This is an optimization exercise on Yosys and OpenROAD, whose aim is small area, not a production implementation.
In this exercise RTL edits were held to simulation tests only and were not proved equivalent to the original.

**design/flow/run.sh**
```bash
#!/bin/bash
# synth_recipe.tcl (not shown) runs the flow's synth.tcl, then flattens the netlist and writes it again
# the make line also repeats each setting of config.mk as NAME=value (left out here)
make -C /OpenROAD-flow-scripts/flow DESIGN_CONFIG=/design/flow/config.mk WORK_HOME=/design/flow/orfs CLKGATE_MAP_FILE= SYNTH_SCRIPT=/design/flow/synth_recipe.tcl finish
```
**design/flow/config.mk**
```make
export PLATFORM = sky130hd
export DESIGN_NAME = mul16_top
export DESIGN_NICKNAME = mul16_top
export VERILOG_FILES = /design/flow/design.v
export SDC_FILE = /design/flow/constraint.sdc
export NUM_CORES = 4
export LEC_CHECK = 0
export ABC_AREA = 1
export CAP_MARGIN = 20
export CORE_MARGIN = 2
export CORE_UTILIZATION = 55
export CTS_BUF_LIST = sky130_fd_sc_hd__clkbuf_4
export CTS_CLUSTER_SIZE = 30
export SLEW_MARGIN = 20
export SYNTH_HIERARCHICAL = 1
```
**design/flow/design.v**
```verilog
module half_adder(input wire a, input wire b, output wire s, output wire co);
    assign s  = a ^ b;
    assign co = a & b;
endmodule
module full_adder(input wire a, input wire b, input wire ci, output wire s, output wire co);
    assign s  = a ^ b ^ ci;
    assign co = (a & b) | (a & ci) | (b & ci);
endmodule
module booth_sel(input wire one, input wire two, input wire neg, input wire a, input wire am1, output wire x);
    assign x = ((one & a) | (two & am1)) ^ neg;
endmodule
module booth_sel1(input wire one, input wire neg, input wire a, output wire x);
    assign x = (one & a) ^ neg;
endmodule
module booth_selm(input wire one, input wire two, input wire neg, input wire a, output wire xn);
    assign xn = ~(((one | two) & a) ^ neg);
endmodule
module multi16x16(
    input   wire            a_signed,
    input   wire            b_signed,
    input   wire    [15:0]  mula,
    input   wire    [15:0]  mulb,
    output  wire    [31:0]  out
);
    wire a_top = a_signed & mula[15];
    wire b_top = b_signed & mulb[15];
    wire one0 = mulb[0];
    wire two0 = mulb[1] & ~mulb[0];
    wire neg0 = mulb[1];
    wire n1;
    assign n1 = (one0 & mula[0]) ^ neg0;
    wire n2;
    assign n2 = ((one0 & mula[1]) | (two0 & mula[0])) ^ neg0;
    wire n3;
    assign n3 = ((one0 & mula[2]) | (two0 & mula[1])) ^ neg0;
    wire n4;
    assign n4 = ((one0 & mula[3]) | (two0 & mula[2])) ^ neg0;
    wire n5;
    assign n5 = ((one0 & mula[4]) | (two0 & mula[3])) ^ neg0;
    wire n6;
    assign n6 = ((one0 & mula[5]) | (two0 & mula[4])) ^ neg0;
    wire n7;
    assign n7 = ((one0 & mula[6]) | (two0 & mula[5])) ^ neg0;
    wire n8;
    assign n8 = ((one0 & mula[7]) | (two0 & mula[6])) ^ neg0;
    wire n9;
    assign n9 = ((one0 & mula[8]) | (two0 & mula[7])) ^ neg0;
    wire n10;
    assign n10 = ((one0 & mula[9]) | (two0 & mula[8])) ^ neg0;
    wire n11;
    assign n11 = ((one0 & mula[10]) | (two0 & mula[9])) ^ neg0;
    wire n12;
    assign n12 = ((one0 & mula[11]) | (two0 & mula[10])) ^ neg0;
    wire n13;
    assign n13 = ((one0 & mula[12]) | (two0 & mula[11])) ^ neg0;
    wire n14;
    assign n14 = ((one0 & mula[13]) | (two0 & mula[12])) ^ neg0;
    wire n15;
    assign n15 = ((one0 & mula[14]) | (two0 & mula[13])) ^ neg0;
    wire n16;
    assign n16 = ((one0 & mula[15]) | (two0 & mula[14])) ^ neg0;
    wire n17;
    assign n17 = ((one0 & a_top) | (two0 & mula[15])) ^ neg0;
    wire n18;
    assign n18 = ~(((one0 | two0) & a_top) ^ neg0);
    wire one1 = mulb[2] ^ mulb[1];
    wire two1 = (mulb[3] & ~mulb[2] & ~mulb[1]) | (~mulb[3] & mulb[2] & mulb[1]);
    wire neg1 = mulb[3];
    wire n19;
    assign n19 = (one1 & mula[0]) ^ neg1;
    wire n20;
    assign n20 = ((one1 & mula[1]) | (two1 & mula[0])) ^ neg1;
    wire n21;
    assign n21 = ((one1 & mula[2]) | (two1 & mula[1])) ^ neg1;
    wire n22;
    assign n22 = ((one1 & mula[3]) | (two1 & mula[2])) ^ neg1;
    wire n23;
    assign n23 = ((one1 & mula[4]) | (two1 & mula[3])) ^ neg1;
    wire n24;
    assign n24 = ((one1 & mula[5]) | (two1 & mula[4])) ^ neg1;
    wire n25;
    assign n25 = ((one1 & mula[6]) | (two1 & mula[5])) ^ neg1;
    wire n26;
    assign n26 = ((one1 & mula[7]) | (two1 & mula[6])) ^ neg1;
    wire n27;
    assign n27 = ((one1 & mula[8]) | (two1 & mula[7])) ^ neg1;
    wire n28;
    assign n28 = ((one1 & mula[9]) | (two1 & mula[8])) ^ neg1;
    wire n29;
    assign n29 = ((one1 & mula[10]) | (two1 & mula[9])) ^ neg1;
    wire n30;
    assign n30 = ((one1 & mula[11]) | (two1 & mula[10])) ^ neg1;
    wire n31;
    assign n31 = ((one1 & mula[12]) | (two1 & mula[11])) ^ neg1;
    wire n32;
    assign n32 = ((one1 & mula[13]) | (two1 & mula[12])) ^ neg1;
    wire n33;
    assign n33 = ((one1 & mula[14]) | (two1 & mula[13])) ^ neg1;
    wire n34;
    assign n34 = ((one1 & mula[15]) | (two1 & mula[14])) ^ neg1;
    wire n35;
    assign n35 = ((one1 & a_top) | (two1 & mula[15])) ^ neg1;
    wire n36;
    assign n36 = ~(((one1 | two1) & a_top) ^ neg1);
    wire one2 = mulb[4] ^ mulb[3];
    wire two2 = (mulb[5] & ~mulb[4] & ~mulb[3]) | (~mulb[5] & mulb[4] & mulb[3]);
    wire neg2 = mulb[5];
    wire n37;
    assign n37 = (one2 & mula[0]) ^ neg2;
    wire n38;
    assign n38 = ((one2 & mula[1]) | (two2 & mula[0])) ^ neg2;
    wire n39;
    assign n39 = ((one2 & mula[2]) | (two2 & mula[1])) ^ neg2;
    wire n40;
    assign n40 = ((one2 & mula[3]) | (two2 & mula[2])) ^ neg2;
    wire n41;
    assign n41 = ((one2 & mula[4]) | (two2 & mula[3])) ^ neg2;
    wire n42;
    assign n42 = ((one2 & mula[5]) | (two2 & mula[4])) ^ neg2;
    wire n43;
    assign n43 = ((one2 & mula[6]) | (two2 & mula[5])) ^ neg2;
    wire n44;
    assign n44 = ((one2 & mula[7]) | (two2 & mula[6])) ^ neg2;
    wire n45;
    assign n45 = ((one2 & mula[8]) | (two2 & mula[7])) ^ neg2;
    wire n46;
    assign n46 = ((one2 & mula[9]) | (two2 & mula[8])) ^ neg2;
    wire n47;
    assign n47 = ((one2 & mula[10]) | (two2 & mula[9])) ^ neg2;
    wire n48;
    assign n48 = ((one2 & mula[11]) | (two2 & mula[10])) ^ neg2;
    wire n49;
    assign n49 = ((one2 & mula[12]) | (two2 & mula[11])) ^ neg2;
    wire n50;
    assign n50 = ((one2 & mula[13]) | (two2 & mula[12])) ^ neg2;
    wire n51;
    assign n51 = ((one2 & mula[14]) | (two2 & mula[13])) ^ neg2;
    wire n52;
    assign n52 = ((one2 & mula[15]) | (two2 & mula[14])) ^ neg2;
    wire n53;
    assign n53 = ((one2 & a_top) | (two2 & mula[15])) ^ neg2;
    wire n54;
    assign n54 = ~(((one2 | two2) & a_top) ^ neg2);
    wire one3 = mulb[6] ^ mulb[5];
    wire two3 = (mulb[7] & ~mulb[6] & ~mulb[5]) | (~mulb[7] & mulb[6] & mulb[5]);
    wire neg3 = mulb[7];
    wire n55;
    assign n55 = (one3 & mula[0]) ^ neg3;
    wire n56;
    assign n56 = ((one3 & mula[1]) | (two3 & mula[0])) ^ neg3;
    wire n57;
    assign n57 = ((one3 & mula[2]) | (two3 & mula[1])) ^ neg3;
    wire n58;
    assign n58 = ((one3 & mula[3]) | (two3 & mula[2])) ^ neg3;
    wire n59;
    assign n59 = ((one3 & mula[4]) | (two3 & mula[3])) ^ neg3;
    wire n60;
    assign n60 = ((one3 & mula[5]) | (two3 & mula[4])) ^ neg3;
    wire n61;
    assign n61 = ((one3 & mula[6]) | (two3 & mula[5])) ^ neg3;
    wire n62;
    assign n62 = ((one3 & mula[7]) | (two3 & mula[6])) ^ neg3;
    wire n63;
    assign n63 = ((one3 & mula[8]) | (two3 & mula[7])) ^ neg3;
    wire n64;
    assign n64 = ((one3 & mula[9]) | (two3 & mula[8])) ^ neg3;
    wire n65;
    assign n65 = ((one3 & mula[10]) | (two3 & mula[9])) ^ neg3;
    wire n66;
    assign n66 = ((one3 & mula[11]) | (two3 & mula[10])) ^ neg3;
    wire n67;
    assign n67 = ((one3 & mula[12]) | (two3 & mula[11])) ^ neg3;
    wire n68;
    assign n68 = ((one3 & mula[13]) | (two3 & mula[12])) ^ neg3;
    wire n69;
    assign n69 = ((one3 & mula[14]) | (two3 & mula[13])) ^ neg3;
    wire n70;
    assign n70 = ((one3 & mula[15]) | (two3 & mula[14])) ^ neg3;
    wire n71;
    assign n71 = ((one3 & a_top) | (two3 & mula[15])) ^ neg3;
    wire n72;
    assign n72 = ~(((one3 | two3) & a_top) ^ neg3);
    wire one4 = mulb[8] ^ mulb[7];
    wire two4 = (mulb[9] & ~mulb[8] & ~mulb[7]) | (~mulb[9] & mulb[8] & mulb[7]);
    wire neg4 = mulb[9];
    wire n73;
    assign n73 = (one4 & mula[0]) ^ neg4;
    wire n74;
    assign n74 = ((one4 & mula[1]) | (two4 & mula[0])) ^ neg4;
    wire n75;
    assign n75 = ((one4 & mula[2]) | (two4 & mula[1])) ^ neg4;
    wire n76;
    assign n76 = ((one4 & mula[3]) | (two4 & mula[2])) ^ neg4;
    wire n77;
    assign n77 = ((one4 & mula[4]) | (two4 & mula[3])) ^ neg4;
    wire n78;
    assign n78 = ((one4 & mula[5]) | (two4 & mula[4])) ^ neg4;
    wire n79;
    assign n79 = ((one4 & mula[6]) | (two4 & mula[5])) ^ neg4;
    wire n80;
    assign n80 = ((one4 & mula[7]) | (two4 & mula[6])) ^ neg4;
    wire n81;
    assign n81 = ((one4 & mula[8]) | (two4 & mula[7])) ^ neg4;
    wire n82;
    assign n82 = ((one4 & mula[9]) | (two4 & mula[8])) ^ neg4;
    wire n83;
    assign n83 = ((one4 & mula[10]) | (two4 & mula[9])) ^ neg4;
    wire n84;
    assign n84 = ((one4 & mula[11]) | (two4 & mula[10])) ^ neg4;
    wire n85;
    assign n85 = ((one4 & mula[12]) | (two4 & mula[11])) ^ neg4;
    wire n86;
    assign n86 = ((one4 & mula[13]) | (two4 & mula[12])) ^ neg4;
    wire n87;
    assign n87 = ((one4 & mula[14]) | (two4 & mula[13])) ^ neg4;
    wire n88;
    assign n88 = ((one4 & mula[15]) | (two4 & mula[14])) ^ neg4;
    wire n89;
    assign n89 = ((one4 & a_top) | (two4 & mula[15])) ^ neg4;
    wire n90;
    assign n90 = ~(((one4 | two4) & a_top) ^ neg4);
    wire one5 = mulb[10] ^ mulb[9];
    wire two5 = (mulb[11] & ~mulb[10] & ~mulb[9]) | (~mulb[11] & mulb[10] & mulb[9]);
    wire neg5 = mulb[11];
    wire n91;
    assign n91 = (one5 & mula[0]) ^ neg5;
    wire n92;
    assign n92 = ((one5 & mula[1]) | (two5 & mula[0])) ^ neg5;
    wire n93;
    assign n93 = ((one5 & mula[2]) | (two5 & mula[1])) ^ neg5;
    wire n94;
    assign n94 = ((one5 & mula[3]) | (two5 & mula[2])) ^ neg5;
    wire n95;
    assign n95 = ((one5 & mula[4]) | (two5 & mula[3])) ^ neg5;
    wire n96;
    assign n96 = ((one5 & mula[5]) | (two5 & mula[4])) ^ neg5;
    wire n97;
    assign n97 = ((one5 & mula[6]) | (two5 & mula[5])) ^ neg5;
    wire n98;
    assign n98 = ((one5 & mula[7]) | (two5 & mula[6])) ^ neg5;
    wire n99;
    assign n99 = ((one5 & mula[8]) | (two5 & mula[7])) ^ neg5;
    wire n100;
    assign n100 = ((one5 & mula[9]) | (two5 & mula[8])) ^ neg5;
    wire n101;
    assign n101 = ((one5 & mula[10]) | (two5 & mula[9])) ^ neg5;
    wire n102;
    assign n102 = ((one5 & mula[11]) | (two5 & mula[10])) ^ neg5;
    wire n103;
    assign n103 = ((one5 & mula[12]) | (two5 & mula[11])) ^ neg5;
    wire n104;
    assign n104 = ((one5 & mula[13]) | (two5 & mula[12])) ^ neg5;
    wire n105;
    assign n105 = ((one5 & mula[14]) | (two5 & mula[13])) ^ neg5;
    wire n106;
    assign n106 = ((one5 & mula[15]) | (two5 & mula[14])) ^ neg5;
    wire n107;
    assign n107 = ((one5 & a_top) | (two5 & mula[15])) ^ neg5;
    wire n108;
    assign n108 = ~(((one5 | two5) & a_top) ^ neg5);
    wire one6 = mulb[12] ^ mulb[11];
    wire two6 = (mulb[13] & ~mulb[12] & ~mulb[11]) | (~mulb[13] & mulb[12] & mulb[11]);
    wire neg6 = mulb[13];
    wire n109;
    assign n109 = (one6 & mula[0]) ^ neg6;
    wire n110;
    assign n110 = ((one6 & mula[1]) | (two6 & mula[0])) ^ neg6;
    wire n111;
    assign n111 = ((one6 & mula[2]) | (two6 & mula[1])) ^ neg6;
    wire n112;
    assign n112 = ((one6 & mula[3]) | (two6 & mula[2])) ^ neg6;
    wire n113;
    assign n113 = ((one6 & mula[4]) | (two6 & mula[3])) ^ neg6;
    wire n114;
    assign n114 = ((one6 & mula[5]) | (two6 & mula[4])) ^ neg6;
    wire n115;
    assign n115 = ((one6 & mula[6]) | (two6 & mula[5])) ^ neg6;
    wire n116;
    assign n116 = ((one6 & mula[7]) | (two6 & mula[6])) ^ neg6;
    wire n117;
    assign n117 = ((one6 & mula[8]) | (two6 & mula[7])) ^ neg6;
    wire n118;
    assign n118 = ((one6 & mula[9]) | (two6 & mula[8])) ^ neg6;
    wire n119;
    assign n119 = ((one6 & mula[10]) | (two6 & mula[9])) ^ neg6;
    wire n120;
    assign n120 = ((one6 & mula[11]) | (two6 & mula[10])) ^ neg6;
    wire n121;
    assign n121 = ((one6 & mula[12]) | (two6 & mula[11])) ^ neg6;
    wire n122;
    assign n122 = ((one6 & mula[13]) | (two6 & mula[12])) ^ neg6;
    wire n123;
    assign n123 = ((one6 & mula[14]) | (two6 & mula[13])) ^ neg6;
    wire n124;
    assign n124 = ((one6 & mula[15]) | (two6 & mula[14])) ^ neg6;
    wire n125;
    assign n125 = ((one6 & a_top) | (two6 & mula[15])) ^ neg6;
    wire n126;
    assign n126 = ~(((one6 | two6) & a_top) ^ neg6);
    wire one7 = mulb[14] ^ mulb[13];
    wire two7 = (mulb[15] & ~mulb[14] & ~mulb[13]) | (~mulb[15] & mulb[14] & mulb[13]);
    wire neg7 = mulb[15];
    wire n127;
    assign n127 = (one7 & mula[0]) ^ neg7;
    wire n128;
    assign n128 = ((one7 & mula[1]) | (two7 & mula[0])) ^ neg7;
    wire n129;
    assign n129 = ((one7 & mula[2]) | (two7 & mula[1])) ^ neg7;
    wire n130;
    assign n130 = ((one7 & mula[3]) | (two7 & mula[2])) ^ neg7;
    wire n131;
    assign n131 = ((one7 & mula[4]) | (two7 & mula[3])) ^ neg7;
    wire n132;
    assign n132 = ((one7 & mula[5]) | (two7 & mula[4])) ^ neg7;
    wire n133;
    assign n133 = ((one7 & mula[6]) | (two7 & mula[5])) ^ neg7;
    wire n134;
    assign n134 = ((one7 & mula[7]) | (two7 & mula[6])) ^ neg7;
    wire n135;
    assign n135 = ((one7 & mula[8]) | (two7 & mula[7])) ^ neg7;
    wire n136;
    assign n136 = ((one7 & mula[9]) | (two7 & mula[8])) ^ neg7;
    wire n137;
    assign n137 = ((one7 & mula[10]) | (two7 & mula[9])) ^ neg7;
    wire n138;
    assign n138 = ((one7 & mula[11]) | (two7 & mula[10])) ^ neg7;
    wire n139;
    assign n139 = ((one7 & mula[12]) | (two7 & mula[11])) ^ neg7;
    wire n140;
    assign n140 = ((one7 & mula[13]) | (two7 & mula[12])) ^ neg7;
    wire n141;
    assign n141 = ((one7 & mula[14]) | (two7 & mula[13])) ^ neg7;
    wire n142;
    assign n142 = ((one7 & mula[15]) | (two7 & mula[14])) ^ neg7;
    wire n143;
    assign n143 = ((one7 & a_top) | (two7 & mula[15])) ^ neg7;
    wire n144;
    assign n144 = ~(((one7 | two7) & a_top) ^ neg7);
    wire one8 = b_top ^ mulb[15];
    wire neg8 = b_top;
    wire n145;
    assign n145 = (one8 & mula[0]) ^ neg8;
    wire n146;
    assign n146 = (one8 & mula[1]) ^ neg8;
    wire n147;
    assign n147 = (one8 & mula[2]) ^ neg8;
    wire n148;
    assign n148 = (one8 & mula[3]) ^ neg8;
    wire n149;
    assign n149 = (one8 & mula[4]) ^ neg8;
    wire n150;
    assign n150 = (one8 & mula[5]) ^ neg8;
    wire n151;
    assign n151 = (one8 & mula[6]) ^ neg8;
    wire n152;
    assign n152 = (one8 & mula[7]) ^ neg8;
    wire n153;
    assign n153 = (one8 & mula[8]) ^ neg8;
    wire n154;
    assign n154 = (one8 & mula[9]) ^ neg8;
    wire n155;
    assign n155 = (one8 & mula[10]) ^ neg8;
    wire n156;
    assign n156 = (one8 & mula[11]) ^ neg8;
    wire n157;
    assign n157 = (one8 & mula[12]) ^ neg8;
    wire n158;
    assign n158 = (one8 & mula[13]) ^ neg8;
    wire n159;
    assign n159 = (one8 & mula[14]) ^ neg8;
    wire n160;
    assign n160 = (one8 & mula[15]) ^ neg8;
    wire n161, n162;
    half_adder ha1 (.a(neg0), .b(n1), .s(n161), .co(n162));
    wire n163, n164;
    half_adder ha2 (.a(n2), .b(n162), .s(n163), .co(n164));
    wire n165, n166;
    full_adder fa1 (.a(neg1), .b(n3), .ci(n19), .s(n165), .co(n166));
    wire n167, n168;
    half_adder ha3 (.a(n164), .b(n165), .s(n167), .co(n168));
    wire n169, n170;
    full_adder fa2 (.a(n4), .b(n20), .ci(n166), .s(n169), .co(n170));
    wire n171, n172;
    half_adder ha4 (.a(n168), .b(n169), .s(n171), .co(n172));
    wire n173, n174;
    full_adder fa3 (.a(neg2), .b(n5), .ci(n21), .s(n173), .co(n174));
    wire n175, n176;
    full_adder fa4 (.a(n37), .b(n173), .ci(n170), .s(n175), .co(n176));
    wire n177, n178;
    half_adder ha5 (.a(n172), .b(n175), .s(n177), .co(n178));
    wire n179, n180;
    full_adder fa5 (.a(n6), .b(n22), .ci(n38), .s(n179), .co(n180));
    wire n181, n182;
    full_adder fa6 (.a(n174), .b(n179), .ci(n176), .s(n181), .co(n182));
    wire n183, n184;
    half_adder ha6 (.a(n178), .b(n181), .s(n183), .co(n184));
    wire n185, n186;
    full_adder fa7 (.a(neg3), .b(n7), .ci(n23), .s(n185), .co(n186));
    wire n187, n188;
    full_adder fa8 (.a(n39), .b(n55), .ci(n180), .s(n187), .co(n188));
    wire n189, n190;
    full_adder fa9 (.a(n185), .b(n187), .ci(n182), .s(n189), .co(n190));
    wire n191, n192;
    full_adder fa10 (.a(n8), .b(n24), .ci(n40), .s(n191), .co(n192));
    wire n193, n194;
    full_adder fa11 (.a(n56), .b(n186), .ci(n191), .s(n193), .co(n194));
    wire n195, n196;
    half_adder ha7 (.a(n188), .b(n193), .s(n195), .co(n196));
    wire n197, n198;
    full_adder fa12 (.a(neg4), .b(n9), .ci(n25), .s(n197), .co(n198));
    wire n199, n200;
    full_adder fa13 (.a(n41), .b(n57), .ci(n73), .s(n199), .co(n200));
    wire n201, n202;
    full_adder fa14 (.a(n192), .b(n197), .ci(n199), .s(n201), .co(n202));
    wire n203, n204;
    half_adder ha8 (.a(n194), .b(n201), .s(n203), .co(n204));
    wire n205, n206;
    full_adder fa15 (.a(n10), .b(n26), .ci(n42), .s(n205), .co(n206));
    wire n207, n208;
    full_adder fa16 (.a(n58), .b(n74), .ci(n198), .s(n207), .co(n208));
    wire n209, n210;
    full_adder fa17 (.a(n200), .b(n205), .ci(n207), .s(n209), .co(n210));
    wire n211, n212;
    half_adder ha9 (.a(n202), .b(n209), .s(n211), .co(n212));
    wire n213, n214;
    full_adder fa18 (.a(neg5), .b(n11), .ci(n27), .s(n213), .co(n214));
    wire n215, n216;
    full_adder fa19 (.a(n43), .b(n59), .ci(n75), .s(n215), .co(n216));
    wire n217, n218;
    full_adder fa20 (.a(n91), .b(n206), .ci(n213), .s(n217), .co(n218));
    wire n219, n220;
    full_adder fa21 (.a(n215), .b(n208), .ci(n217), .s(n219), .co(n220));
    wire n221, n222;
    half_adder ha10 (.a(n210), .b(n219), .s(n221), .co(n222));
    wire n223, n224;
    full_adder fa22 (.a(n12), .b(n28), .ci(n44), .s(n223), .co(n224));
    wire n225, n226;
    full_adder fa23 (.a(n60), .b(n76), .ci(n92), .s(n225), .co(n226));
    wire n227, n228;
    full_adder fa24 (.a(n214), .b(n216), .ci(n223), .s(n227), .co(n228));
    wire n229, n230;
    full_adder fa25 (.a(n225), .b(n218), .ci(n227), .s(n229), .co(n230));
    wire n231, n232;
    half_adder ha11 (.a(n220), .b(n229), .s(n231), .co(n232));
    wire n233, n234;
    full_adder fa26 (.a(neg6), .b(n13), .ci(n29), .s(n233), .co(n234));
    wire n235, n236;
    full_adder fa27 (.a(n45), .b(n61), .ci(n77), .s(n235), .co(n236));
    wire n237, n238;
    full_adder fa28 (.a(n93), .b(n109), .ci(n224), .s(n237), .co(n238));
    wire n239, n240;
    full_adder fa29 (.a(n226), .b(n233), .ci(n235), .s(n239), .co(n240));
    wire n241, n242;
    full_adder fa30 (.a(n237), .b(n228), .ci(n239), .s(n241), .co(n242));
    wire n243, n244;
    half_adder ha12 (.a(n230), .b(n241), .s(n243), .co(n244));
    wire n245, n246;
    full_adder fa31 (.a(n14), .b(n30), .ci(n46), .s(n245), .co(n246));
    wire n247, n248;
    full_adder fa32 (.a(n62), .b(n78), .ci(n94), .s(n247), .co(n248));
    wire n249, n250;
    full_adder fa33 (.a(n110), .b(n234), .ci(n236), .s(n249), .co(n250));
    wire n251, n252;
    full_adder fa34 (.a(n245), .b(n247), .ci(n238), .s(n251), .co(n252));
    wire n253, n254;
    full_adder fa35 (.a(n240), .b(n249), .ci(n251), .s(n253), .co(n254));
    wire n255, n256;
    half_adder ha13 (.a(n242), .b(n253), .s(n255), .co(n256));
    wire n257, n258;
    full_adder fa36 (.a(neg7), .b(n15), .ci(n31), .s(n257), .co(n258));
    wire n259, n260;
    full_adder fa37 (.a(n47), .b(n63), .ci(n79), .s(n259), .co(n260));
    wire n261, n262;
    full_adder fa38 (.a(n95), .b(n111), .ci(n127), .s(n261), .co(n262));
    wire n263, n264;
    full_adder fa39 (.a(n246), .b(n248), .ci(n257), .s(n263), .co(n264));
    wire n265, n266;
    full_adder fa40 (.a(n259), .b(n261), .ci(n250), .s(n265), .co(n266));
    wire n267, n268;
    full_adder fa41 (.a(n263), .b(n252), .ci(n265), .s(n267), .co(n268));
    wire n269, n270;
    half_adder ha14 (.a(n254), .b(n267), .s(n269), .co(n270));
    wire n271, n272;
    full_adder fa42 (.a(n16), .b(n32), .ci(n48), .s(n271), .co(n272));
    wire n273, n274;
    full_adder fa43 (.a(n64), .b(n80), .ci(n96), .s(n273), .co(n274));
    wire n275, n276;
    full_adder fa44 (.a(n112), .b(n128), .ci(n258), .s(n275), .co(n276));
    wire n277, n278;
    full_adder fa45 (.a(n260), .b(n262), .ci(n271), .s(n277), .co(n278));
    wire n279, n280;
    full_adder fa46 (.a(n273), .b(n275), .ci(n264), .s(n279), .co(n280));
    wire n281, n282;
    full_adder fa47 (.a(n277), .b(n266), .ci(n279), .s(n281), .co(n282));
    wire n283, n284;
    half_adder ha15 (.a(n268), .b(n281), .s(n283), .co(n284));
    wire n285, n286;
    full_adder fa48 (.a(neg8), .b(n17), .ci(n33), .s(n285), .co(n286));
    wire n287, n288;
    full_adder fa49 (.a(n49), .b(n65), .ci(n81), .s(n287), .co(n288));
    wire n289, n290;
    full_adder fa50 (.a(n97), .b(n113), .ci(n129), .s(n289), .co(n290));
    wire n291, n292;
    full_adder fa51 (.a(n145), .b(n272), .ci(n274), .s(n291), .co(n292));
    wire n293, n294;
    full_adder fa52 (.a(n285), .b(n287), .ci(n289), .s(n293), .co(n294));
    wire n295, n296;
    full_adder fa53 (.a(n276), .b(n278), .ci(n291), .s(n295), .co(n296));
    wire n297, n298;
    full_adder fa54 (.a(n293), .b(n280), .ci(n295), .s(n297), .co(n298));
    wire n299, n300;
    half_adder ha16 (.a(n282), .b(n297), .s(n299), .co(n300));
    wire n301 = ~n18;
    wire n302, n303;
    full_adder fa55 (.a(n34), .b(n50), .ci(n66), .s(n302), .co(n303));
    wire n304, n305;
    full_adder fa56 (.a(n82), .b(n98), .ci(n114), .s(n304), .co(n305));
    wire n306, n307;
    full_adder fa57 (.a(n130), .b(n146), .ci(n301), .s(n306), .co(n307));
    wire n308, n309;
    full_adder fa58 (.a(n286), .b(n288), .ci(n290), .s(n308), .co(n309));
    wire n310, n311;
    full_adder fa59 (.a(n302), .b(n304), .ci(n306), .s(n310), .co(n311));
    wire n312, n313;
    full_adder fa60 (.a(n292), .b(n294), .ci(n308), .s(n312), .co(n313));
    wire n314, n315;
    full_adder fa61 (.a(n310), .b(n296), .ci(n312), .s(n314), .co(n315));
    wire n316, n317;
    half_adder ha17 (.a(n298), .b(n314), .s(n316), .co(n317));
    wire n318 = ~n35;
    wire n319, n320;
    full_adder fa62 (.a(n51), .b(n67), .ci(n83), .s(n319), .co(n320));
    wire n321, n322;
    full_adder fa63 (.a(n99), .b(n115), .ci(n131), .s(n321), .co(n322));
    wire n323, n324;
    full_adder fa64 (.a(n147), .b(n18), .ci(n318), .s(n323), .co(n324));
    wire n325, n326;
    full_adder fa65 (.a(n303), .b(n305), .ci(n307), .s(n325), .co(n326));
    wire n327, n328;
    full_adder fa66 (.a(n319), .b(n321), .ci(n323), .s(n327), .co(n328));
    wire n329, n330;
    full_adder fa67 (.a(n309), .b(n311), .ci(n325), .s(n329), .co(n330));
    wire n331, n332;
    full_adder fa68 (.a(n327), .b(n313), .ci(n329), .s(n331), .co(n332));
    wire n333, n334;
    half_adder ha18 (.a(n315), .b(n331), .s(n333), .co(n334));
    wire n335, n336;
    full_adder fa69 (.a(n36), .b(n52), .ci(n68), .s(n335), .co(n336));
    wire n337, n338;
    full_adder fa70 (.a(n84), .b(n100), .ci(n116), .s(n337), .co(n338));
    wire n339, n340;
    full_adder fa71 (.a(n132), .b(n148), .ci(n35), .s(n339), .co(n340));
    wire n341, n342;
    full_adder fa72 (.a(n320), .b(n322), .ci(n324), .s(n341), .co(n342));
    wire n343, n344;
    full_adder fa73 (.a(n335), .b(n337), .ci(n339), .s(n343), .co(n344));
    wire n345, n346;
    full_adder fa74 (.a(n326), .b(n328), .ci(n341), .s(n345), .co(n346));
    wire n347, n348;
    full_adder fa75 (.a(n343), .b(n330), .ci(n345), .s(n347), .co(n348));
    wire n349, n350;
    half_adder ha19 (.a(n332), .b(n347), .s(n349), .co(n350));
    wire n351 = ~n53;
    wire n352, n353;
    full_adder fa76 (.a(n69), .b(n85), .ci(n101), .s(n352), .co(n353));
    wire n354, n355;
    full_adder fa77 (.a(n117), .b(n133), .ci(n149), .s(n354), .co(n355));
    wire n356, n357;
    full_adder fa78 (.a(n351), .b(n336), .ci(n338), .s(n356), .co(n357));
    wire n358, n359;
    full_adder fa79 (.a(n340), .b(n352), .ci(n354), .s(n358), .co(n359));
    wire n360, n361;
    full_adder fa80 (.a(n342), .b(n344), .ci(n356), .s(n360), .co(n361));
    wire n362, n363;
    full_adder fa81 (.a(n358), .b(n346), .ci(n360), .s(n362), .co(n363));
    wire n364, n365;
    half_adder ha20 (.a(n348), .b(n362), .s(n364), .co(n365));
    wire n366, n367;
    full_adder fa82 (.a(n54), .b(n70), .ci(n86), .s(n366), .co(n367));
    wire n368, n369;
    full_adder fa83 (.a(n102), .b(n118), .ci(n134), .s(n368), .co(n369));
    wire n370, n371;
    full_adder fa84 (.a(n150), .b(n53), .ci(n353), .s(n370), .co(n371));
    wire n372, n373;
    full_adder fa85 (.a(n355), .b(n366), .ci(n368), .s(n372), .co(n373));
    wire n374, n375;
    full_adder fa86 (.a(n357), .b(n370), .ci(n359), .s(n374), .co(n375));
    wire n376, n377;
    full_adder fa87 (.a(n372), .b(n361), .ci(n374), .s(n376), .co(n377));
    wire n378, n379;
    half_adder ha21 (.a(n363), .b(n376), .s(n378), .co(n379));
    wire n380 = ~n71;
    wire n381, n382;
    full_adder fa88 (.a(n87), .b(n103), .ci(n119), .s(n381), .co(n382));
    wire n383, n384;
    full_adder fa89 (.a(n135), .b(n151), .ci(n380), .s(n383), .co(n384));
    wire n385, n386;
    full_adder fa90 (.a(n367), .b(n369), .ci(n381), .s(n385), .co(n386));
    wire n387, n388;
    full_adder fa91 (.a(n383), .b(n371), .ci(n373), .s(n387), .co(n388));
    wire n389, n390;
    full_adder fa92 (.a(n385), .b(n375), .ci(n387), .s(n389), .co(n390));
    wire n391, n392;
    half_adder ha22 (.a(n377), .b(n389), .s(n391), .co(n392));
    wire n393, n394;
    full_adder fa93 (.a(n72), .b(n88), .ci(n104), .s(n393), .co(n394));
    wire n395, n396;
    full_adder fa94 (.a(n120), .b(n136), .ci(n152), .s(n395), .co(n396));
    wire n397, n398;
    full_adder fa95 (.a(n71), .b(n382), .ci(n384), .s(n397), .co(n398));
    wire n399, n400;
    full_adder fa96 (.a(n393), .b(n395), .ci(n386), .s(n399), .co(n400));
    wire n401, n402;
    full_adder fa97 (.a(n397), .b(n388), .ci(n399), .s(n401), .co(n402));
    wire n403, n404;
    half_adder ha23 (.a(n390), .b(n401), .s(n403), .co(n404));
    wire n405 = ~n89;
    wire n406, n407;
    full_adder fa98 (.a(n105), .b(n121), .ci(n137), .s(n406), .co(n407));
    wire n408, n409;
    full_adder fa99 (.a(n153), .b(n405), .ci(n394), .s(n408), .co(n409));
    wire n410, n411;
    full_adder fa100 (.a(n396), .b(n406), .ci(n398), .s(n410), .co(n411));
    wire n412, n413;
    full_adder fa101 (.a(n408), .b(n410), .ci(n400), .s(n412), .co(n413));
    wire n414, n415;
    half_adder ha24 (.a(n402), .b(n412), .s(n414), .co(n415));
    wire n416, n417;
    full_adder fa102 (.a(n90), .b(n106), .ci(n122), .s(n416), .co(n417));
    wire n418, n419;
    full_adder fa103 (.a(n138), .b(n154), .ci(n89), .s(n418), .co(n419));
    wire n420, n421;
    full_adder fa104 (.a(n407), .b(n416), .ci(n418), .s(n420), .co(n421));
    wire n422, n423;
    full_adder fa105 (.a(n409), .b(n420), .ci(n411), .s(n422), .co(n423));
    wire n424, n425;
    half_adder ha25 (.a(n422), .b(n413), .s(n424), .co(n425));
    wire n426 = ~n107;
    wire n427, n428;
    full_adder fa106 (.a(n123), .b(n139), .ci(n155), .s(n427), .co(n428));
    wire n429, n430;
    full_adder fa107 (.a(n426), .b(n417), .ci(n419), .s(n429), .co(n430));
    wire n431, n432;
    full_adder fa108 (.a(n427), .b(n421), .ci(n429), .s(n431), .co(n432));
    wire n433, n434;
    half_adder ha26 (.a(n431), .b(n423), .s(n433), .co(n434));
    wire n435, n436;
    full_adder fa109 (.a(n108), .b(n124), .ci(n140), .s(n435), .co(n436));
    wire n437, n438;
    full_adder fa110 (.a(n156), .b(n107), .ci(n428), .s(n437), .co(n438));
    wire n439, n440;
    full_adder fa111 (.a(n435), .b(n430), .ci(n437), .s(n439), .co(n440));
    wire n441, n442;
    half_adder ha27 (.a(n432), .b(n439), .s(n441), .co(n442));
    wire n443 = ~n125;
    wire n444, n445;
    full_adder fa112 (.a(n141), .b(n157), .ci(n443), .s(n444), .co(n445));
    wire n446, n447;
    full_adder fa113 (.a(n436), .b(n444), .ci(n438), .s(n446), .co(n447));
    wire n448, n449;
    half_adder ha28 (.a(n440), .b(n446), .s(n448), .co(n449));
    wire n450, n451;
    full_adder fa114 (.a(n126), .b(n142), .ci(n158), .s(n450), .co(n451));
    wire n452, n453;
    full_adder fa115 (.a(n125), .b(n445), .ci(n450), .s(n452), .co(n453));
    wire n454, n455;
    half_adder ha29 (.a(n452), .b(n447), .s(n454), .co(n455));
    wire n456 = ~n143;
    wire n457, n458;
    full_adder fa116 (.a(n159), .b(n456), .ci(n451), .s(n457), .co(n458));
    wire n459, n460;
    half_adder ha30 (.a(n457), .b(n453), .s(n459), .co(n460));
    wire n461, n462;
    full_adder fa117 (.a(n144), .b(n160), .ci(n143), .s(n461), .co(n462));
    wire n463, n464;
    half_adder ha31 (.a(n461), .b(n458), .s(n463), .co(n464));
    wire n465, n466;
    half_adder ha32 (.a(n184), .b(n189), .s(n465), .co(n466));
    wire n467, n468;
    half_adder ha33 (.a(n190), .b(n195), .s(n467), .co(n468));
    wire n469, n470;
    half_adder ha34 (.a(n196), .b(n203), .s(n469), .co(n470));
    wire n471, n472;
    half_adder ha35 (.a(n204), .b(n211), .s(n471), .co(n472));
    wire n473, n474;
    half_adder ha36 (.a(n212), .b(n221), .s(n473), .co(n474));
    wire n475, n476;
    half_adder ha37 (.a(n222), .b(n231), .s(n475), .co(n476));
    wire n477, n478;
    half_adder ha38 (.a(n232), .b(n243), .s(n477), .co(n478));
    wire n479, n480;
    half_adder ha39 (.a(n244), .b(n255), .s(n479), .co(n480));
    wire n481, n482;
    half_adder ha40 (.a(n256), .b(n269), .s(n481), .co(n482));
    wire n483, n484;
    half_adder ha41 (.a(n270), .b(n283), .s(n483), .co(n484));
    wire n485, n486;
    half_adder ha42 (.a(n284), .b(n299), .s(n485), .co(n486));
    wire n487, n488;
    half_adder ha43 (.a(n300), .b(n316), .s(n487), .co(n488));
    wire n489, n490;
    half_adder ha44 (.a(n317), .b(n333), .s(n489), .co(n490));
    wire n491, n492;
    half_adder ha45 (.a(n334), .b(n349), .s(n491), .co(n492));
    wire n493, n494;
    half_adder ha46 (.a(n350), .b(n364), .s(n493), .co(n494));
    wire n495, n496;
    half_adder ha47 (.a(n365), .b(n378), .s(n495), .co(n496));
    wire n497, n498;
    half_adder ha48 (.a(n379), .b(n391), .s(n497), .co(n498));
    wire n499, n500;
    half_adder ha49 (.a(n392), .b(n403), .s(n499), .co(n500));
    wire n501, n502;
    half_adder ha50 (.a(n404), .b(n414), .s(n501), .co(n502));
    wire n503, n504;
    half_adder ha51 (.a(n415), .b(n424), .s(n503), .co(n504));
    wire n505, n506;
    half_adder ha52 (.a(n425), .b(n433), .s(n505), .co(n506));
    wire n507, n508;
    half_adder ha53 (.a(n434), .b(n441), .s(n507), .co(n508));
    wire n509, n510;
    half_adder ha54 (.a(n442), .b(n448), .s(n509), .co(n510));
    wire n511, n512;
    half_adder ha55 (.a(n449), .b(n454), .s(n511), .co(n512));
    wire n513, n514;
    half_adder ha56 (.a(n455), .b(n459), .s(n513), .co(n514));
    wire n515, n516;
    half_adder ha57 (.a(n460), .b(n463), .s(n515), .co(n516));
    wire n517 = n468 | (n467 & n466);
    wire n518 = n467 & n465;
    wire n519 = n472 | (n471 & n470);
    wire n520 = n471 & n469;
    wire n521 = n476 | (n475 & n474);
    wire n522 = n475 & n473;
    wire n523 = n480 | (n479 & n478);
    wire n524 = n479 & n477;
    wire n525 = n484 | (n483 & n482);
    wire n526 = n483 & n481;
    wire n527 = n488 | (n487 & n486);
    wire n528 = n487 & n485;
    wire n529 = n492 | (n491 & n490);
    wire n530 = n491 & n489;
    wire n531 = n496 | (n495 & n494);
    wire n532 = n495 & n493;
    wire n533 = n500 | (n499 & n498);
    wire n534 = n499 & n497;
    wire n535 = n504 | (n503 & n502);
    wire n536 = n503 & n501;
    wire n537 = n508 | (n507 & n506);
    wire n538 = n507 & n505;
    wire n539 = n512 | (n511 & n510);
    wire n540 = n511 & n509;
    wire n541 = n516 | (n515 & n514);
    wire n542 = n515 & n513;
    wire n543 = n519 | (n520 & n517);
    wire n544 = n520 & n518;
    wire n545 = n523 | (n524 & n521);
    wire n546 = n524 & n522;
    wire n547 = n527 | (n528 & n525);
    wire n548 = n528 & n526;
    wire n549 = n531 | (n532 & n529);
    wire n550 = n532 & n530;
    wire n551 = n535 | (n536 & n533);
    wire n552 = n536 & n534;
    wire n553 = n539 | (n540 & n537);
    wire n554 = n540 & n538;
    wire n555 = n545 | (n546 & n543);
    wire n556 = n546 & n544;
    wire n557 = n549 | (n550 & n547);
    wire n558 = n550 & n548;
    wire n559 = n553 | (n554 & n551);
    wire n560 = n554 & n552;
    wire n561 = n557 | (n558 & n555);
    wire n562 = n558 & n556;
    wire n563 = n559 | (n560 & n561);
    wire n564 = n560 & n562;
    wire n565 = n547 | (n548 & n555);
    wire n566 = n548 & n556;
    wire n567 = n551 | (n552 & n561);
    wire n568 = n552 & n562;
    wire n569 = n521 | (n522 & n543);
    wire n570 = n522 & n544;
    wire n571 = n525 | (n526 & n555);
    wire n572 = n526 & n556;
    wire n573 = n529 | (n530 & n565);
    wire n574 = n530 & n566;
    wire n575 = n533 | (n534 & n561);
    wire n576 = n534 & n562;
    wire n577 = n537 | (n538 & n567);
    wire n578 = n538 & n568;
    wire n579 = n541 | (n542 & n563);
    wire n580 = n542 & n564;
    wire n581 = n470 | (n469 & n517);
    wire n582 = n469 & n518;
    wire n583 = n474 | (n473 & n543);
    wire n584 = n473 & n544;
    wire n585 = n478 | (n477 & n569);
    wire n586 = n477 & n570;
    wire n587 = n482 | (n481 & n555);
    wire n588 = n481 & n556;
    wire n589 = n486 | (n485 & n571);
    wire n590 = n485 & n572;
    wire n591 = n490 | (n489 & n565);
    wire n592 = n489 & n566;
    wire n593 = n494 | (n493 & n573);
    wire n594 = n493 & n574;
    wire n595 = n498 | (n497 & n561);
    wire n596 = n497 & n562;
    wire n597 = n502 | (n501 & n575);
    wire n598 = n501 & n576;
    wire n599 = n506 | (n505 & n567);
    wire n600 = n505 & n568;
    wire n601 = n510 | (n509 & n577);
    wire n602 = n509 & n578;
    wire n603 = n514 | (n513 & n563);
    wire n604 = n513 & n564;
    wire n605 = n467 ^ n466;
    wire n606 = n469 ^ n517;
    wire n607 = n471 ^ n581;
    wire n608 = n473 ^ n543;
    wire n609 = n475 ^ n583;
    wire n610 = n477 ^ n569;
    wire n611 = n479 ^ n585;
    wire n612 = n481 ^ n555;
    wire n613 = n483 ^ n587;
    wire n614 = n485 ^ n571;
    wire n615 = n487 ^ n589;
    wire n616 = n489 ^ n565;
    wire n617 = n491 ^ n591;
    wire n618 = n493 ^ n573;
    wire n619 = n495 ^ n593;
    wire n620 = n497 ^ n561;
    wire n621 = n499 ^ n595;
    wire n622 = n501 ^ n575;
    wire n623 = n503 ^ n597;
    wire n624 = n505 ^ n567;
    wire n625 = n507 ^ n599;
    wire n626 = n509 ^ n577;
    wire n627 = n511 ^ n601;
    wire n628 = n513 ^ n563;
    wire n629 = n515 ^ n603;
    assign out[0] = n161;  
    assign out[1] = n163;  
    assign out[2] = n167;  
    assign out[3] = n171;  
    assign out[4] = n177;  
    assign out[5] = n183;  
    assign out[6] = n465;  
    assign out[7] = n605;  
    assign out[8] = n606;  
    assign out[9] = n607;  
    assign out[10] = n608;  
    assign out[11] = n609;  
    assign out[12] = n610;  
    assign out[13] = n611;  
    assign out[14] = n612;  
    assign out[15] = n613;  
    assign out[16] = n614;  
    assign out[17] = n615;  
    assign out[18] = n616;  
    assign out[19] = n617;  
    assign out[20] = n618;  
    assign out[21] = n619;  
    assign out[22] = n620;  
    assign out[23] = n621;  
    assign out[24] = n622;  
    assign out[25] = n623;  
    assign out[26] = n624;  
    assign out[27] = n625;  
    assign out[28] = n626;  
    assign out[29] = n627;  
    assign out[30] = n628;  
    assign out[31] = n629;  
endmodule
module mul16_top(
    input   wire            clk,
    input   wire            a_signed,
    input   wire            b_signed,
    input   wire    [15:0]  mula,
    input   wire    [15:0]  mulb,
    output  reg     [31:0]  p
);
reg             a_signed_q, b_signed_q;
reg     [15:0]  mula_q, mulb_q;
wire    [31:0]  prod;
always @(posedge clk) begin
    a_signed_q <= a_signed;
    b_signed_q <= b_signed;
    mula_q     <= mula;
    mulb_q     <= mulb;
    p          <= prod;
end
multi16x16 mult(
    .a_signed(a_signed_q),
    .b_signed(b_signed_q),
    .mula(mula_q),
    .mulb(mulb_q),
    .out(prod)
);
endmodule
```
**design/flow/constraint.sdc**
```tcl
create_clock -name core_clock -period 6.5 [get_ports {clk}]
set_input_delay 1.3000 -clock core_clock [delete_from_list [all_inputs] [get_ports {clk}]]
set_output_delay 1.3000 -clock core_clock [all_outputs]
set_load 0.01 [all_outputs]
```
==> results of run 1 <==
==> cells in the final DEF (no fill, tap or decap) <==
cell type        instances
clkinv_2                 1
nor3_1                   2
xnor2_1                 10
xor2_1                 121
a31oi_1                  7
clkbuf_4                10
clkinv_1                 1
buf_4                    9
clkinv_4                 3
o21bai_1                 3
o22ai_2                 13
o221ai_1                13
nand2_2                  9
or2_1                    6
nand2_4                  1
inv_1                   49
o21ai_0                  2
fa_1                   117
a31o_2                   2
clkdlybuf4s50_1         66
dfxtp_1                 66
inv_2                    4
nand2_1                 85
a22oi_1                  1
ha_1                    70
inv_6                    1
o22ai_1                101
nor2_1                  33
or2_4                    1
a21oi_1                 29
nand3_1                  2
==> final timing paths <==
check	depth (start not counted)	endpoint	from
hold reg to reg	2	p[1]	mula_q[0]
hold / removal	2	p[1]	mula_q[0]
setup reg to reg	24	p[29]	mulb_q[11]
setup / recovery	24	p[29]	mulb_q[11]
==> sequential cells by signal, summed over array words and instances, names as in the netlist <==
name / cells
p: 32
mula_q: 16
a_signed_q: 1
mulb_q: 16
b_signed_q: 1
==> cells in the mapped netlist (2+ instances only) <==
| cell type | n |
|---|---|
| o22ai_1 | 101 |
| o221ai_1 | 13 |
| clkbuf_1 | 5 |
| buf_1 | 15 |
| o21ai_0 | 2 |
| inv_2 | 4 |
| a31oi_1 | 7 |
| nor3_1 | 2 |
| a31o_2 | 2 |
| nand3_1 | 2 |
| nor2_1 | 33 |
| o22ai_2 | 13 |
| xor2_1 | 121 |
| buf_2 | 20 |
| ha_1 | 70 |
| buf_4 | 35 |
| dfxtp_1 | 66 |
| buf_6 | 8 |
| fa_1 | 117 |
| inv_1 | 49 |
| o21bai_1 | 3 |
| nand2_2 | 9 |
| nand2_1 | 85 |
| xnor2_1 | 10 |
| a21oi_1 | 29 |
| or2_1 | 6 |
==> layer usage <==
layer  vias to the layer above  global-route usage, %
met3                        24                   4.08
met5                         -                      0
met2                       241                   40.8
li1                       2778                      -
met4                         0                   5.95
met1                      2956                   38.9
==> worst register-to-register path, delay by kind of cell (launching register included) <==
kind	cells	cell delay, ns
adder cells (fa/ha/maj)	7	2.65
AO/OA/AOI/OAI	2	0.33
buffers and inverters	2	0.46
AND/OR/NAND/NOR	11	1.69
XOR/XNOR	2	0.41
flip-flops	1	0.39
==> final cells by class <==
type                       instances  area, sq um  share of cell area (%)
inverter                          54          203                    2.33
tap                              184          230                    2.65
clock inverter                     5         40.0                   0.460
sequential                        66         1320                    15.2
clock buffer                      10         75.1                   0.863
timing repair buffer              75          728                    8.38
multi-input combinational        628         6100                    70.1
==> kinds of logic (layout without fill, tap and decap cells) <==
group / count (synthesis) / count (layout) / synth area share, %
adders and majority gates: 187 / 187 / 39.5
xor gates and xnor gates: 131 / 131 / 14.1
AOI/OAI and AO/OA: 171 / 171 / 14.2
DFF: 66 / 66 / 16.2
buffers and inverters: 137 / 144 / 8.97
and+or+nand+nor: 139 / 139 / 7.08
==> modules after synthesis (local to each module, per instance) <==
module / flops+latches / area (sq um) / times used / cells
multi16x16: 0 / 3770 / 1 / 591
full_adder: 0 / 20.0 / 117 / 1
mul16_top: 66 / 1320 / 1 / 66
half_adder: 0 / 12.5 / 57 / 1
==> through the flow <==
step | cells | setup slack (ns) | hold slack, ns | utilization, %
final | 1022 | 0.543 | 0.677 | 60.1
after global placement | 1007 | 0.849 | 0.651 | 59.3
after floorplan | 831 | 1.59 | 0.568 | -
after global routing | 1022 | 0.256 | 0.755 | 60.1
after CTS | 1022 | 0.619 | 0.686 | 60.1
after detailed placement | 1007 | 0.631 | 0.654 | 59.3
==> summary.txt, run 1 <==
Outcome
  – Status: finished clean

Floorplan
  – Initial Util: 56.3%
  – Top Ports: 67
  – Core Box Area: 14500 sq um
  – Horiz. Die Dim: 126 um
  – DIE AREA: 15800 sq um
  – Chip height: 126 um
  – Std-Cell Rows: 44

Cells and area
  – Fill cells: 1268
  – Layout cells sized above 1: 6.44%
  – ANT cells: 0
  – Post-layout nets: 1056
  – Final instance area: 8690 sq um
  – P&R area growth vs syn: 6.69%

Timing
  – Fin crit share: 91.7%
  – Rel. slew slack: 50.9%
  – Pins Over Slew Limit: 0
  – Fmax: 168 MHz
  – Clock skew: 0.0155 ns
  – Min Tclk post-route: 5.96 ns
  – Final setup fails: 0
  – Final hold violation count: 0
  – Aggregate negative setup slack: 0 ns
  – Worst slew pin tran: 0.735 ns
  – RSZ-0062 raised after global routing: false

Worst setup path
  – Crit path max-delay family: adder cells
  – Setup crit end kind: flop
  – CP required: 6.88 ns
  – CP most frequent cell: nand2_1
  – Critical Path AT: 6.34 ns
  – Max incr delay on CP: 0.58 ns
  – Crit-path slowest cell: nand2_1
  – Worst path bufs/invs: 2
  – Worst-path fanout max: 21
  – Critical Path, Cell by Cell: buf_4, nand2_1, nand2_1, o22ai_1, xor2_1, fa_1, fa_1, fa_1, fa_1, ha_1, ha_1, nand2_1, inv_1, nand2_1, nand2_1, a21oi_1, nand2_1, nand2_1, nand2_1, nand2_1, nand2_1, ha_1, nor2_1, xor2_1
  – Worst R2R Setup Slack: 0.54 ns
  – Crit path kind: reg -> reg
  – Startpoint types: flop

Routing
  – Met3 Wirelength: 1.27 mm
  – # DRC: 0
  – Wire length on met1: 9.47 mm
  – Top sig layer: met4
  – Routed Antenna Nets: 0
  – Routed WL per cell: 19.7 um
  – Routed wire length: 20.1 mm
  – Met2 WL: 9.07 mm
  – Vias per cell: 5.87
  – Starting DRT DRC Count: 393
  – Vias: 5999
  – Number of detailed-route iterations in the first pass: 5

Logic synthesis
  – Synth Warn #: 7
  – EDFF count, synth: 0
  – Post-synthesis sequential area ratio: 16.2%
  – FFs w/ async S/R, synth: 0%
  – Count of cell types in the netlist: 30
  – Synth area leaders: fa_1, dfxtp_1, xor2_1, ha_1, o22ai_1
  – Seq cells post-synth: 66
  – Ys flop type: dfxtp_1
  – Mean area per synthesized cell: 9.81 sq um
  – Yosys top cell area share: 28.7%
  – Synth area leader: fa_1
  – Syn Nets: 1053
  – Syn Std Cell Area: 8150 sq um
  – Mapped Cells: 831

Clock network
  – Clock transition at the registers of the reported paths: 0.12 ns
  – Number of gates resized after cts: 0
  – TritonCTS clock tree: yes
  – Clock latency (worst-skew pair): 0.45 ns
  – Post-CTS Setup Bufs: 0
  – Clock Sinks: 66
  – CTS root buffer: clkbuf_4
  – Hold-fix buffers, CTS: 0
  – Num CTS Buffers: 9
  – Clk buf depth: 2
  – H-tree depth: 3

Flow run
  – Max Cap Viol: 0

Place
  – HPWL after DPL: 15.3 mm
  – GPL Wtd Cong: 0.881
  – Number of port buffers: 66
  – DP Area: 8580 sq um

Global routing
  – Pin count of the biggest net entering global routing: 22
  – Vias in the first global route: 5983
  – First-pass GRT wire length: 32.5 mm
  – Total GRT Usage: 26.2%
  – Initial antenna violation count: 0
  – GRT Residual Overflow: 0

Min path
  – Min-delay worst type: reg -> reg
==> run 2: changes to the inputs <==
--- a/design/flow/config.mk
+++ b/design/flow/config.mk
@@ -9,7 +9,5 @@
 export CAP_MARGIN = 20
 export CORE_MARGIN = 2
 export CORE_UTILIZATION = 55
-export CTS_BUF_LIST = sky130_fd_sc_hd__clkbuf_4
-export CTS_CLUSTER_SIZE = 30
 export SLEW_MARGIN = 20
 export SYNTH_HIERARCHICAL = 1
==> summary.txt, run 2 <==
Outcome
  – Status: finished clean (unchanged)

Logic synthesis
  – EDFF count, synth: 0 (unchanged)
  – Yosys top cell area share: 28.7% (unchanged)
  – Ys flop type: dfxtp_1 (unchanged)
  – Top cells by count, synth: xor2_1, fa_1, o22ai_1, nand2_1, ha_1 (unchanged)
  – Count of cell types in the netlist: 30 (unchanged)
  – Seq cells post-synth: 66 (unchanged)
  – Simple-Gate Fraction of Synth Area: 7.08% (unchanged)
  – Adder-Cell Fraction of Synth Area: 39.5% (unchanged)
  – Syn Nets: 1053 (unchanged)
  – Mux contribution to synthesized area: 0% (unchanged)
  – Syn Std Cell Area: 8150 sq um (unchanged)
  – Mean area per synthesized cell: 9.81 sq um (unchanged)
  – Synth Area in XOR/XNOR: 14.1% (unchanged)
  – Synth Warn #: 7 (unchanged)
  – Post-synthesis sequential area ratio: 16.2% (unchanged)
  – Mapped Cells: 831 (unchanged)
  – Compound-Gate Fraction of Synth Area: 14.2% (unchanged)
  – FFs w/ async S/R, synth: 0% (unchanged)
  – Synth area leaders: fa_1, dfxtp_1, xor2_1, ha_1, o22ai_1 (unchanged)
  – Largest family of logic cells by synthesized area: adder cells (unchanged)
  – Most frequent cell after synthesis: xor2_1 (unchanged)
  – Synth area leader: fa_1 (unchanged)

Clock network
  – Clk buf depth: 2 (unchanged)
  – Clock Sinks: 66 (unchanged)
  – Clock transition at the registers of the reported paths: 0.06 ns (was 0.12 ns)
  – Num CTS Buffers: 9 (unchanged)
  – Post-CTS Setup Bufs: 0 (unchanged)
  – Number of gates resized after cts: 0 (unchanged)
  – H-tree depth: 3 (unchanged)
  – Hold-fix buffers, CTS: 0 (unchanged)
  – Clock latency (worst-skew pair): 0.35 ns (was 0.45 ns)
  – TritonCTS clock tree: yes (unchanged)
  – CTS root buffer: clkbuf_16 (was clkbuf_4)

Floorplan
  – Core Box Area: 14500 sq um (unchanged)
  – DIE AREA: 15800 sq um (unchanged)
  – Std-Cell Rows: 44 (unchanged)
  – Initial Util: 56.3% (unchanged)
  – Top Ports: 67 (unchanged)
  – Chip height: 126 um (unchanged)
  – Horiz. Die Dim: 126 um (unchanged)

Timing
  – Worst slew pin tran: 0.739 ns (was 0.735 ns)
  – Final hold violation count: 0 (unchanged)
  – Fin crit share: 90.9% (was 91.7%)
  – Clock skew: 0.00840 ns (was 0.0155 ns)
  – Aggregate negative setup slack: 0 ns (unchanged)
  – WHS: 0.666 ns (was 0.677 ns)
  – Fmax: 169 MHz (was 168 MHz)
  – Min Tclk post-route: 5.91 ns (was 5.96 ns)
  – Rel. slew slack: 50.6% (was 50.9%)
  – RSZ-0062 raised after global routing: false (unchanged)
  – Pins Over Slew Limit: 0 (unchanged)
  – Final setup fails: 0 (unchanged)

Worst setup path
  – Worst-path fanout max: 21 (unchanged)
  – Crit path kind: reg -> reg (unchanged)
  – Setup crit end kind: flop (unchanged)
  – Critical Path AT: 6.18 ns (was 6.34 ns)
  – CP required: 6.77 ns (was 6.88 ns)
  – Startpoint types: flop (unchanged)

Global routing
  – Pin count of the biggest net entering global routing: 22 (unchanged)
  – Initial antenna violation count: 0 (unchanged)
  – GRT Residual Overflow: 0 (unchanged)
  – Vias in the first global route: 6052 (was 5983)
  – First-pass GRT wire length: 32.7 mm (was 32.5 mm)
  – Total GRT Usage: 26.3% (was 26.2%)

Place
  – HPWL after DPL: 15.3 mm (unchanged)
  – GPL Wtd Cong: 0.881 (unchanged)
  – Number of port buffers: 66 (unchanged)

Min path
  – Min-delay worst type: reg -> reg (unchanged)

Cells and area
  – ANT cells: 0 (unchanged)
  – Top Registers: p x32, mula_q x16, mulb_q x16 (unchanged)
  – Most frequent cells in the layout: xor2_1, fa_1, o22ai_1 (unchanged)
  – Largest register by flop count: p (unchanged)
  – Commonest non-fill, non-tap cell in the layout: xor2_1 (unchanged)
  – Final Util: 61.1% (was 60.1%)
  – P&R area growth vs syn: 8.58% (was 6.69%)
  – Post-layout nets: 1056 (unchanged)
  – Layout cells sized above 1: 6.32% (was 6.44%)
  – Max FFs per register: 32 (unchanged)

Routing
  – Vias: 6007 (was 5999)
  – # DRC: 0 (unchanged)
  – Routed wire length: 20.1 mm (about the same)
  – Routed Antenna Nets: 0 (unchanged)
  – Starting DRT DRC Count: 462 (was 393)
  – Routed WL per cell: 19.7 um (about the same)
  – Vias per cell: 5.88 (was 5.87)
  – Number of detailed-route iterations in the first pass: 5 (unchanged)

Flow run
  – Max Cap Viol: 0 (unchanged)
==> run 2: worst max-delay path, stage by stage (launching register included) <==
cell and delay (ns):
dfxtp_1 0.35, buf_4 0.39, nand2_1 0.16, nand2_1 0.59
o22ai_1 0.18, xor2_1 0.26, fa_1 0.47, fa_1 0.40
fa_1 0.56, fa_1 0.42, ha_1 0.28, ha_1 0.32
nand2_1 0.10, inv_1 0.06, nand2_1 0.06, nand2_1 0.07
a21oi_1 0.15, nand2_1 0.14, nand2_1 0.09, nand2_1 0.16
nand2_1 0.12, nand2_1 0.06, ha_1 0.18, nor2_1 0.12
xor2_1 0.15
==> run 2: final cells by class <==
class | instances | area [sq um]
clock inverters | 5 | 40.0
repair buffers | 75 | 728
clock buffers | 10 | 229
multi-input cells | 628 | 6100
well taps | 184 | 230
inverters | 54 | 203
flip-flops and latches | 66 | 1320
fillers | 1243 | 5630
==> run 2: final timing paths <==
kind                                 start  endpoint  slack [ns]  cells past startpoint
worst max-delay path            mulb_q[11]     p[29]        0.59                     24
worst min-delay path             mula_q[0]      p[1]        0.67                      2
worst max register to register  mulb_q[11]     p[29]        0.59                     24
worst min register to register   mula_q[0]      p[1]        0.67                      2
==> run 2: per-module statistics from Yosys (local to each module, per instance) <==
module	flip-flops and latches	area [sq um]	copies in the design
half_adder	0	12.5	57
full_adder	0	20.0	117
multi16x16	0	3770	1
mul16_top	66	1320	1
==> run 2: cells by family after synthesis <==
| kind of cell | after synthesis |
|---|---|
| buf+inv | 137 |
| simple gates | 139 |
| xor+xnor | 131 |
| flops | 66 |
| compound gates | 171 |
| fa+ha+maj | 187 |
==> run 2: through the flow <==
| step | instances | worst slack (ns) | area [sq um] |
|---|---|---|---|
| floorplan | 831 | 1.59 | 8150 |
| global placement | 1007 | 0.849 | 8580 |
| detailed placement | 1007 | 0.631 | 8580 |
| CTS | 1022 | 0.621 | 8850 |
| global route | 1022 | 0.268 | 8850 |
| finish | 1022 | 0.590 | 8850 |
==> run 2: routing by layer <==
layer,global-route usage [%],wire length [um],vias to the layer above
li1,-,-,2775
met1,38.4,9240,2953
met2,40.7,9050,255
met3,5.18,1500,24
met4,6.60,319,0
met5,0,0,-
==> run 3: changes to the inputs <==
--- a/design/flow/config.mk
+++ b/design/flow/config.mk
@@ -9,5 +9,6 @@
 export CAP_MARGIN = 20
 export CORE_MARGIN = 2
 export CORE_UTILIZATION = 55
+export CTS_BUF_LIST = sky130_fd_sc_hd__clkbuf_2 sky130_fd_sc_hd__clkbuf_4 sky130_fd_sc_hd__clkbuf_8
 export SLEW_MARGIN = 20
 export SYNTH_HIERARCHICAL = 1
==> summary.txt, run 3 <==
Outcome
  – Status: finished clean (unchanged)

Clock network
  – Clock latency (worst-skew pair): 0.38 ns (was 0.35 ns)
  – Number of gates resized after cts: 0 (unchanged)
  – Num CTS Buffers: 9 (unchanged)
  – H-tree depth: 3 (unchanged)
  – Clock transition at the registers of the reported paths: 0.08 ns (was 0.06 ns)
  – Clk buf depth: 2 (unchanged)
  – Hold-fix buffers, CTS: 0 (unchanged)
  – TritonCTS clock tree: yes (unchanged)
  – Clock Sinks: 66 (unchanged)

Logic synthesis
  – Syn Std Cell Area: 8150 sq um (unchanged)
  – Mean area per synthesized cell: 9.81 sq um (unchanged)
  – Yosys top cell area share: 28.7% (unchanged)
  – Synth area leaders: fa_1, dfxtp_1, xor2_1, ha_1, o22ai_1 (unchanged)
  – Mux contribution to synthesized area: 0% (unchanged)
  – Ys flop type: dfxtp_1 (unchanged)
  – Mapped Cells: 831 (unchanged)
  – EDFF count, synth: 0 (unchanged)
  – Largest family of logic cells by synthesized area: adder cells (unchanged)
  – Top cells by count, synth: xor2_1, fa_1, o22ai_1, nand2_1, ha_1 (unchanged)
  – Count of cell types in the netlist: 30 (unchanged)
  – Simple-Gate Fraction of Synth Area: 7.08% (unchanged)
  – Adder-Cell Fraction of Synth Area: 39.5% (unchanged)
  – Synth Area in XOR/XNOR: 14.1% (unchanged)
  – Synth area leader: fa_1 (unchanged)
  – Seq cells post-synth: 66 (unchanged)

Worst setup path
  – Crit path max-delay family: adder cells (unchanged)
  – CP required: 6.81 ns (was 6.77 ns)
  – Crit path kind: reg -> reg (unchanged)
  – Crit-path slowest cell: nand2_1 (unchanged)
  – Setup crit end kind: flop (unchanged)
  – Worst path bufs/invs: 2 (unchanged)
  – Critical Path AT: 6.21 ns (was 6.18 ns)
  – Max incr delay on CP: 0.57 ns (was 0.59 ns)

Place
  – HPWL after DPL: 15.3 mm (unchanged)
  – DP Area: 8580 sq um (unchanged)
  – GPL Wtd Cong: 0.881 (unchanged)
  – Dpl cells: 1007 (unchanged)
  – Number of port buffers: 66 (unchanged)

Global routing
  – Pin count of the biggest net entering global routing: 22 (unchanged)
  – Initial antenna violation count: 0 (unchanged)
  – GRT Residual Overflow: 0 (unchanged)
  – First-pass GRT wire length: 32.6 mm (was 32.7 mm)
  – Total GRT Usage: 26.4% (was 26.3%)

Floorplan
  – Std-Cell Rows: 44 (unchanged)
  – DIE AREA: 15800 sq um (unchanged)
  – Initial Util: 56.3% (unchanged)
  – Horiz. Die Dim: 126 um (unchanged)
  – Top Ports: 67 (unchanged)
  – Core Box Area: 14500 sq um (unchanged)

Routing
  – Vias per cell: 5.90 (was 5.88)
  – # DRC: 0 (unchanged)
  – Routed WL per cell: 19.7 um (about the same)
  – Routed Antenna Nets: 0 (unchanged)
  – Number of detailed-route iterations in the first pass: 5 (unchanged)
  – Vias: 6025 (was 6007)

Cells and area
  – Commonest non-fill, non-tap cell in the layout: xor2_1 (unchanged)
  – Post-layout nets: 1056 (unchanged)
  – Most frequent cells in the layout: xor2_1, fa_1, o22ai_1 (unchanged)
  – Multi-input gate area: 6100 sq um (unchanged)
  – Fin cells: 1022 (unchanged)
  – Final instance area: 8750 sq um (was 8850 sq um)
  – Largest register by flop count: p (unchanged)
  – Top Registers: p x32, mula_q x16, mulb_q x16 (unchanged)

Timing
  – Rel. slew slack: 51.0% (was 50.6%)
  – Min Tclk post-route: 5.91 ns (about the same)
  – Final setup fails: 0 (unchanged)
  – Clock skew: 0.0121 ns (was 0.00840 ns)
-- run 3: cell count changes in the layout (fill, tap and decap cells not counted) --
| cell | change |
|---|---|
| clkbuf_16 | -9 |
| clkbuf_8 | +9 |
| clkbuf_1 | -1 |
| clkbuf_4 | +1 |
-- run 3: path summary, 6_finish.rpt --
| kind | to | slack (ns) | startpoint | cells past startpoint |
|---|---|---|---|---|
| setup / recovery | p[29] | 0.59 | mulb_q[11] | 24 |
| hold / removal | p[1] | 0.67 | mula_q[0] | 2 |
| setup reg to reg | p[29] | 0.59 | mulb_q[11] | 24 |
| hold reg to reg | p[1] | 0.67 | mula_q[0] | 2 |
-- run 3: worst register-to-register path, delay by kind of cell, from the launching register on --
family                     cells  cell delay, ns
adders and majority gates      7            2.63
DFF                            1            0.36
and+or+nand+nor               11            1.66
xor gates and xnor gates       2            0.40
AOI/OAI and AO/OA              2            0.34
buffers and inverters          2            0.45
-- run 3: per-layer routing --
| layer | wire [um] | track usage, % |
|---|---|---|
| met1 | 9260 | 39.2 |
| met2 | 9140 | 40.7 |
| met3 | 1340 | 3.27 |
| met4 | 405 | 7.84 |
| met5 | 0 | 0 |
-- run 3: layout make-up --
class                      instances  area share (%)
multi-input combinational        628            69.7
sequential                        66            15.1
timing repair buffer              75            8.32
tap                              184            2.63
inverter                          54            2.32
clock buffer                      10            1.50
clock inverter                     5           0.458
-- run 3: stage by stage --
step / setup WS [ns]
after floorplan: 1.59
after global placement: 0.849
after detailed placement: 0.631
after CTS: 0.621
after global routing: 0.265
final: 0.595
-- run 3: cells by family after synthesis --
group                    Yosys count
AO/OA/AOI/OAI                    171
AND/OR/NAND/NOR                  139
flip-flops                        66
buffers and inverters            137
XOR/XNOR                         131
adder cells (fa/ha/maj)          187
-- run 3: modules after synthesis (local to each module, per instance) --
module | flip-flops and latches | area (sq um)
multi16x16 | 0 | 3770
half_adder | 0 | 12.5
mul16_top | 66 | 1320
full_adder | 0 | 20.0

separate check: timing with driven ports:
The flow's constraints put no driver on any port. The routed layouts listed below were extracted and timed again, unchanged, in two steps.
Step 1 (the two cells are an assumption about what drives the block):
set clk [get_ports {clk}]
set_driving_cell -lib_cell sky130_fd_sc_hd__clkbuf_16 $clk
set_driving_cell -lib_cell sky130_fd_sc_hd__buf_2 [delete_from_list [all_inputs] $clk]
Step 2, shift: input delay + t, output delay - t, t = (earliest + latest rising clock arrival at the registers) / 2. This alone moves slack from input paths to output paths.
Slacks: ideal ports / drivers / drivers and shift; pairs: ideal ports / drivers.
run | t (ns) | setup WS [ns] | worst data-port slew with drivers (ns)
run 1 | 0.481 | 0.543 / 0.543 / 0.543 | 0.04
run 2 | 0.380 | 0.590 / 0.590 / 0.590 | 0.04
run 3 | 0.409 | 0.595 / 0.595 / 0.595 | 0.04
After both steps setup and hold are still met in every run listed.
